Background: an optimization exercise with open tools, aiming at small area. Do not read the settings as production practice.
RTL that was checked went through simulation tests only; none was proved equivalent to the original.
Power and IR drop assume default switching activity.

==> flow/design.v <==
module AHB_master(
	input wire HCLK,
	input wire HRESET_n,
	input wire d_EN,
	input wire d_busy,
	input wire d_write,
	input wire [31:0] d_wdata,
	input wire [2:0] d_burst,
	input wire [31:0] d_addr,
	input wire [2:0] d_size,
	input wire d_burst_stop,
	input wire HREADY,
	input wire HRESP,
	input wire [31:0] HRDATA,
	output reg [31:0] HADDR,
	output reg [2:0] HBURST,
	output reg [2:0] HSIZE,
	output reg [1:0] HTRANS,
	output reg [31:0] HWDATA,
	output reg HWRITE
);
	reg [31:0] pending_data;  
	reg [4:0] burst_count;    
	wire st_idle = (HTRANS == 2'b00);
	wire st_busy = (HTRANS == 2'b01);
	wire act     = HTRANS[1];
	wire hb_zero = (HBURST == 3'b000);
	wire hb_incr = (HBURST == 3'b001);
	wire st_burst = act & ~hb_zero;
	wire err = HRESP & ~HREADY;
	reg cnt_hit;
	always @(*) begin
		case (HBURST)
			3'b011: cnt_hit = (burst_count == 5'd4);
			3'b101: cnt_hit = (burst_count == 5'd8);
			3'b111: cnt_hit = (burst_count == 5'd16);
			default: cnt_hit = (burst_count == 5'd0);
		endcase
	end
	wire endc = hb_incr ? d_burst_stop : cnt_hit;
	wire busy_stop = ~d_busy & hb_incr & d_burst_stop & ~HREADY;
	wire load = st_idle
	          | (act & ~hb_zero & ((HREADY & endc) | err))
	          | (act & hb_zero & (HREADY | HRESP))
	          | (st_busy & (err | busy_stop));
	wire step = st_burst & HREADY & ~endc;
	wire bstep = st_busy & ~err & ~d_busy & ~busy_stop;
	wire go = d_EN & ~err;
	wire [1:0] new_trans = go ? (((|d_burst) & d_busy) ? 2'b01 : 2'b10) : 2'b00;
	wire [7:0] sz;    
	wire [8:0] ones;  
	genvar k;
	generate
		for (k = 0; k < 8; k = k + 1) begin : g_sz
			assign sz[k] = (HSIZE == k);
		end
	endgenerate
	assign ones[0] = sz[0];
	generate
		for (k = 1; k < 9; k = k + 1) begin : g_ones
			if (k < 8)
				assign ones[k] = sz[k] | (ones[k-1] & HADDR[k-1]);
			else
				assign ones[k] = ones[k-1] & HADDR[k-1];
		end
	endgenerate
	wire [7:0] blk;  
	wire [7:0] cin;  
	generate
		for (k = 0; k < 8; k = k + 1) begin : g_blk
			assign blk[k] = &HADDR[4*k+3:4*k];
		end
	endgenerate
	assign cin[0] = sz[0];
	assign cin[1] = ones[4];
	assign cin[2] = ones[8];
	generate
		for (k = 3; k < 8; k = k + 1) begin : g_cin
			assign cin[k] = cin[k-1] & blk[k-1];
		end
	endgenerate
	wire [31:0] tog;
	generate
		for (k = 0; k < 32; k = k + 1) begin : g_tog
			if (k % 4 == 0)
				assign tog[k] = step & cin[k/4];
			else if (k < 8)
				assign tog[k] = (step & sz[k]) | (tog[k-1] & HADDR[k-1]);
			else
				assign tog[k] = tog[k-1] & HADDR[k-1];
		end
	endgenerate
	always @(posedge HCLK or negedge HRESET_n) begin
		if (!HRESET_n) begin
			HTRANS <= 2'b0;
			HWRITE <= 1'b0;
			HADDR <= 32'b0;
			HSIZE <= 3'b0;
			HBURST <= 3'b0;
			HWDATA <= 32'b0;
		end else begin
			if (act & HREADY & HWRITE)
				HWDATA <= pending_data;
			if (load) begin
				HWRITE <= d_write;
				HADDR <= d_addr;
				HBURST <= d_burst;
				HSIZE <= d_size;
				HTRANS <= new_trans;
			end else begin
				HADDR <= HADDR ^ tog;
			end
			if (step) begin
				HTRANS <= d_busy ? 2'b01 : 2'b11;
			end else if (~load & bstep) begin
				HTRANS <= (burst_count == 5'd0) ? 2'b10 : 2'b11;
			end
		end
	end
	always @(posedge HCLK) begin
		if (load | step)
			pending_data <= d_wdata;
		if (load)
			burst_count <= {4'b0, ~d_busy};
		else if ((step & ~d_busy) | bstep)
			burst_count <= burst_count + 5'd1;
	end
endmodule
export LEC_CHECK = 0
export CAP_MARGIN = 20
export CORE_MARGIN = 2
export CORE_UTILIZATION = 40
export CTS_BUF_LIST = sky130_fd_sc_hd__clkbuf_8
export SLEW_MARGIN = 20
create_clock -name core_clock -period 4.0 [get_ports {HCLK}]
standard.sh (not shown) runs the stock make flow with config.mk's settings and CLKGATE_MAP_FILE= SYNTH_SCRIPT=/design/flow/synth_recipe.tcl, a recipe that flattens the netlist after the stock synthesis.
==> flow/flow/run.sh <==
#!/bin/bash
# The standard layout with three changes: abc maps the logic with an
# area-oriented script (flow/area.abc), ports get the smallest buffer, and
# CTS uses clkbuf_8 without dummy loads.
set -o pipefail
here=$(pwd)
export AREA_ABC_SCRIPT=$here/flow/area.abc
export BUFFER_PORTS_ARGS="-buffer_cell sky130_fd_sc_hd__buf_1"
export CTS_ARGS="-sink_clustering_enable -repair_clock_nets -buf_list sky130_fd_sc_hd__clkbuf_8 -dont_use_dummy_load"
sed "s#SYNTH_SCRIPT=[^ ]*#SYNTH_SCRIPT=$here/flow/my_synth.tcl#" standard.sh > my_standard.sh
bash my_standard.sh > standard.log 2>&1
==> flow/flow/area.abc <==
strash
&get -n
&st
&syn2
&dch -f
&nf -R 1000
&put
topo
==> flow/flow/my_synth.tcl <==
proc synth {args} { yosys synth -nofsm -noshare {*}$args }
# synth_recipe.tcl with one change: abc maps with flow/area.abc instead of ORFS's script.
proc abc {args} { set i [lsearch $args -script]; if {$i >= 0} { lset args [expr {$i+1}] $::env(AREA_ABC_SCRIPT) }; yosys abc {*}$args }
source $::env(SCRIPTS_DIR)/synth.tcl
# left out here: clear keep_hierarchy, flatten, clean up, hide names made inside functions, write 1_2_yosys.v
==> next run, changes <==
--- a/flow/design.v
+++ b/flow/design.v
@@ -17,26 +17,28 @@
 	output reg [2:0] HSIZE,
 	output reg [1:0] HTRANS,
 	output reg [31:0] HWDATA,
 	output reg HWRITE
 );
 	reg [31:0] pending_data;  
-	reg [4:0] burst_count;    
+	reg [4:0] burst_count;
+	wire [4:0] count_next = {burst_count[3:0],
+		burst_count[4] ^ burst_count[2] ^ (burst_count[3:0] == 4'b0000)};
 	wire st_idle = (HTRANS == 2'b00);
 	wire st_busy = (HTRANS == 2'b01);
 	wire act     = HTRANS[1];
 	wire hb_zero = (HBURST == 3'b000);
 	wire hb_incr = (HBURST == 3'b001);
 	wire st_burst = act & ~hb_zero;
 	wire err = HRESP & ~HREADY;
 	reg cnt_hit;
 	always @(*) begin
 		case (HBURST)
-			3'b011: cnt_hit = (burst_count == 5'd4);
-			3'b101: cnt_hit = (burst_count == 5'd8);
-			3'b111: cnt_hit = (burst_count == 5'd16);
+			3'b011: cnt_hit = (burst_count == 5'd9);
+			3'b101: cnt_hit = (burst_count == 5'd22);
+			3'b111: cnt_hit = (burst_count == 5'd28);
 			default: cnt_hit = (burst_count == 5'd0);
 		endcase
 	end
 	wire endc = hb_incr ? d_burst_stop : cnt_hit;
 	wire busy_stop = ~d_busy & hb_incr & d_burst_stop & ~HREADY;
 	wire load = st_idle
@@ -120,9 +122,9 @@
 	always @(posedge HCLK) begin
 		if (load | step)
 			pending_data <= d_wdata;
 		if (load)
 			burst_count <= {4'b0, ~d_busy};
 		else if ((step & ~d_busy) | bstep)
-			burst_count <= burst_count + 5'd1;
+			burst_count <= count_next;
 	end
 endmodule
Core utilization rises by 1.3 points.
Design area shrinks by 0.48%.
Cell count is lower by 1.9%.
Via count barely changes.
Clock-buffer cell count does not change.
Area after synthesis goes down by 0.60%.
Wire length climbs by 3.3%.


Starts from the design.v that is shown in full above.
export LEC_CHECK = 0
export CAP_MARGIN = 20
export CORE_MARGIN = 2
export CORE_UTILIZATION = 40
export CTS_BUF_LIST = sky130_fd_sc_hd__clkbuf_8
export SLEW_MARGIN = 20
create_clock -name core_clock -period 4.0 [get_ports {HCLK}]
==> flow/flow/run.sh <==
#!/bin/bash
set -o pipefail
export BUFFER_PORTS_ARGS="-buffer_cell sky130_fd_sc_hd__buf_1"
export CTS_ARGS="-sink_clustering_enable -repair_clock_nets -buf_list sky130_fd_sc_hd__clkbuf_8 -dont_use_dummy_load"
bash standard.sh > standard.log 2>&1
Rerun with:
--- a/flow/design.v
+++ b/flow/design.v
@@ -48,43 +48,11 @@
 	wire go = d_EN & ~err;
 	wire [1:0] new_trans = go ? (((|d_burst) & d_busy) ? 2'b01 : 2'b10) : 2'b00;
-	wire [7:0] sz;    
-	wire [8:0] ones;  
+	wire [31:0] tog;
+	assign tog[0] = step & (HSIZE == 3'd0);
 	genvar k;
 	generate
-		for (k = 0; k < 8; k = k + 1) begin : g_sz
-			assign sz[k] = (HSIZE == k);
-		end
-	endgenerate
-	assign ones[0] = sz[0];
-	generate
-		for (k = 1; k < 9; k = k + 1) begin : g_ones
+		for (k = 1; k < 32; k = k + 1) begin : g_inc
 			if (k < 8)
-				assign ones[k] = sz[k] | (ones[k-1] & HADDR[k-1]);
-			else
-				assign ones[k] = ones[k-1] & HADDR[k-1];
-		end
-	endgenerate
-	wire [7:0] blk;  
-	wire [7:0] cin;  
-	generate
-		for (k = 0; k < 8; k = k + 1) begin : g_blk
-			assign blk[k] = &HADDR[4*k+3:4*k];
-		end
-	endgenerate
-	assign cin[0] = sz[0];
-	assign cin[1] = ones[4];
-	assign cin[2] = ones[8];
-	generate
-		for (k = 3; k < 8; k = k + 1) begin : g_cin
-			assign cin[k] = cin[k-1] & blk[k-1];
-		end
-	endgenerate
-	wire [31:0] tog;
-	generate
-		for (k = 0; k < 32; k = k + 1) begin : g_tog
-			if (k % 4 == 0)
-				assign tog[k] = step & cin[k/4];
-			else if (k < 8)
-				assign tog[k] = (step & sz[k]) | (tog[k-1] & HADDR[k-1]);
+				assign tog[k] = (step & (HSIZE == k)) | (tog[k-1] & HADDR[k-1]);
 			else
 				assign tog[k] = tog[k-1] & HADDR[k-1];
The new run completed and failed the layout checks on negative setup slack. Clock power grows by about 2%. Synthesized cell count went down by 26%. Register-to-register slack gets worse by 5.0 ns. Combinational power rose by 24%. Setup slack is worse by 5.0 ns. Fmax goes down by 61%. Total power increases by 9.6%. Non-clock buffer count rises by 27. Sequential power hardly moves. Global-route usage rises by 0.78 points. Clock-buffer cell count does not change. Die area decreases by 1.2%. Wire length shrinks by 2.0%.
No functional check of the RTL was part of the second run of this note.


main:
Starts from the design.v that is shown in full above.
==> flow/config.mk <==
export PLATFORM = sky130hd
export DESIGN_NAME = AHB_master
export DESIGN_NICKNAME = AHB_master
export VERILOG_FILES = /design/flow/design.v
export SDC_FILE = /design/flow/constraint.sdc
export NUM_CORES = 4
export LEC_CHECK = 0
export CAP_MARGIN = 20
export CORE_MARGIN = 2
export CORE_UTILIZATION = 40
export CTS_BUF_LIST = sky130_fd_sc_hd__clkbuf_8
export SLEW_MARGIN = 20
==> flow/constraint.sdc <==
create_clock -name core_clock -period 4.0 [get_ports {HCLK}]
set_input_delay 0.8000 -clock core_clock [delete_from_list [all_inputs] [get_ports {HCLK}]]
set_output_delay 0.8000 -clock core_clock [all_outputs]
set_load 0.01 [all_outputs]
==> flow/flow/run.sh <==
#!/bin/bash
# The standard layout with three changes: abc maps the logic with an
# area-oriented script (flow/area.abc), ports get the smallest buffer, and
# CTS uses clkbuf_8 without dummy loads.
set -o pipefail
here=$(pwd)
export AREA_ABC_SCRIPT=$here/flow/area.abc
export BUFFER_PORTS_ARGS="-buffer_cell sky130_fd_sc_hd__buf_1"
export CTS_ARGS="-sink_clustering_enable -repair_clock_nets -buf_list sky130_fd_sc_hd__clkbuf_8 -dont_use_dummy_load"
sed "s#SYNTH_SCRIPT=[^ ]*#SYNTH_SCRIPT=$here/flow/my_synth.tcl#" standard.sh > my_standard.sh
bash my_standard.sh > standard.log 2>&1
==> flow/flow/area.abc <==
strash
&get -n
&st
&syn2
&dch -f
&nf -R 1000
&put
strash
&get -n
&st
&syn2
&dch -f
&nf -R 1000
&put
topo
Scripts as last shown in full above: flow/flow/my_synth.tcl
[inputs] the feature branch vs main
diff --git a/flow/design.v b/flow/design.v
--- a/flow/design.v
+++ b/flow/design.v
@@ -19,9 +19,11 @@
 	output reg [31:0] HWDATA,
 	output reg HWRITE
 );
 	reg [31:0] pending_data;  
-	reg [4:0] burst_count;    
+	reg [4:0] burst_count;
+	wire [4:0] count_next = {burst_count[3:0],
+		burst_count[4] ^ burst_count[2] ^ (burst_count[3:0] == 4'b0000)};
 	wire st_idle = (HTRANS == 2'b00);
 	wire st_busy = (HTRANS == 2'b01);
 	wire act     = HTRANS[1];
 	wire hb_zero = (HBURST == 3'b000);
@@ -30,11 +32,11 @@
 	wire err = HRESP & ~HREADY;
 	reg cnt_hit;
 	always @(*) begin
 		case (HBURST)
-			3'b011: cnt_hit = (burst_count == 5'd4);
-			3'b101: cnt_hit = (burst_count == 5'd8);
-			3'b111: cnt_hit = (burst_count == 5'd16);
+			3'b011: cnt_hit = (burst_count == 5'd9);
+			3'b101: cnt_hit = (burst_count == 5'd22);
+			3'b111: cnt_hit = (burst_count == 5'd28);
 			default: cnt_hit = (burst_count == 5'd0);
 		endcase
 	end
 	wire endc = hb_incr ? d_burst_stop : cnt_hit;
@@ -122,7 +124,7 @@
 			pending_data <= d_wdata;
 		if (load)
 			burst_count <= {4'b0, ~d_busy};
 		else if ((step & ~d_busy) | bstep)
-			burst_count <= burst_count + 5'd1;
+			burst_count <= count_next;
 	end
 endmodule
## What came out
Fmax: the feature branch above main
STATUS minimum clock period: the feature branch wins against main
Fraction of layout instances using a drive strength above 1 essentially unchanged between main and the feature branch.
After detailed routing, main needs more wire than the feature branch.
Summary of the comparison: setup slack is higher in the feature branch, relative to main.
The lower core utilization came out of main.

==> re-timing with driven ports <==
How much do the figures lean on ideal ports? The routed layouts below were timed once more, with nothing changed but the port constraints.
Step 1 assumes that a clkbuf_16 drives the clock port and a buf_2 every other input.
Step 2 moves the port delays by t, midway between the first and last clock arrival at a register: inputs arrive t later, outputs are due t later. That takes back most of the time a late clock gives input paths.
Three values: ideal ports, drivers, drivers and shift; two values: the first two.
run	t, ns	setup slack, ns	worst hold slack (ns)	slew at the worst register clock pin (ns)
the first run of note 1	0.392	0.548 / 0.548 / 0.522	0.453 / 0.453 / 0.453	0.10 / 0.10
the second run of note 1	0.400	0.509 / 0.509 / 0.424	0.459 / 0.459 / 0.459	0.11 / 0.11
the first run of note 2	0.388	0.811 / 0.811 / 0.710	0.480 / 0.480 / 0.480	0.09 / 0.09
the second run of note 2	0.400	-4.168 / -4.168 / -4.475	0.460 / 0.460 / 0.460	0.11 / 0.11
main	0.395	0.399 / 0.399 / 0.399	0.453 / 0.453 / 0.453	0.10 / 0.10
the feature branch	0.393	0.700 / 0.700 / 0.571	0.438 / 0.438 / 0.438	0.11 / 0.11
The setup slack of the second run of note 2, which loses most, moves by 0.000 ns with the drivers and by -0.307 ns with both steps.
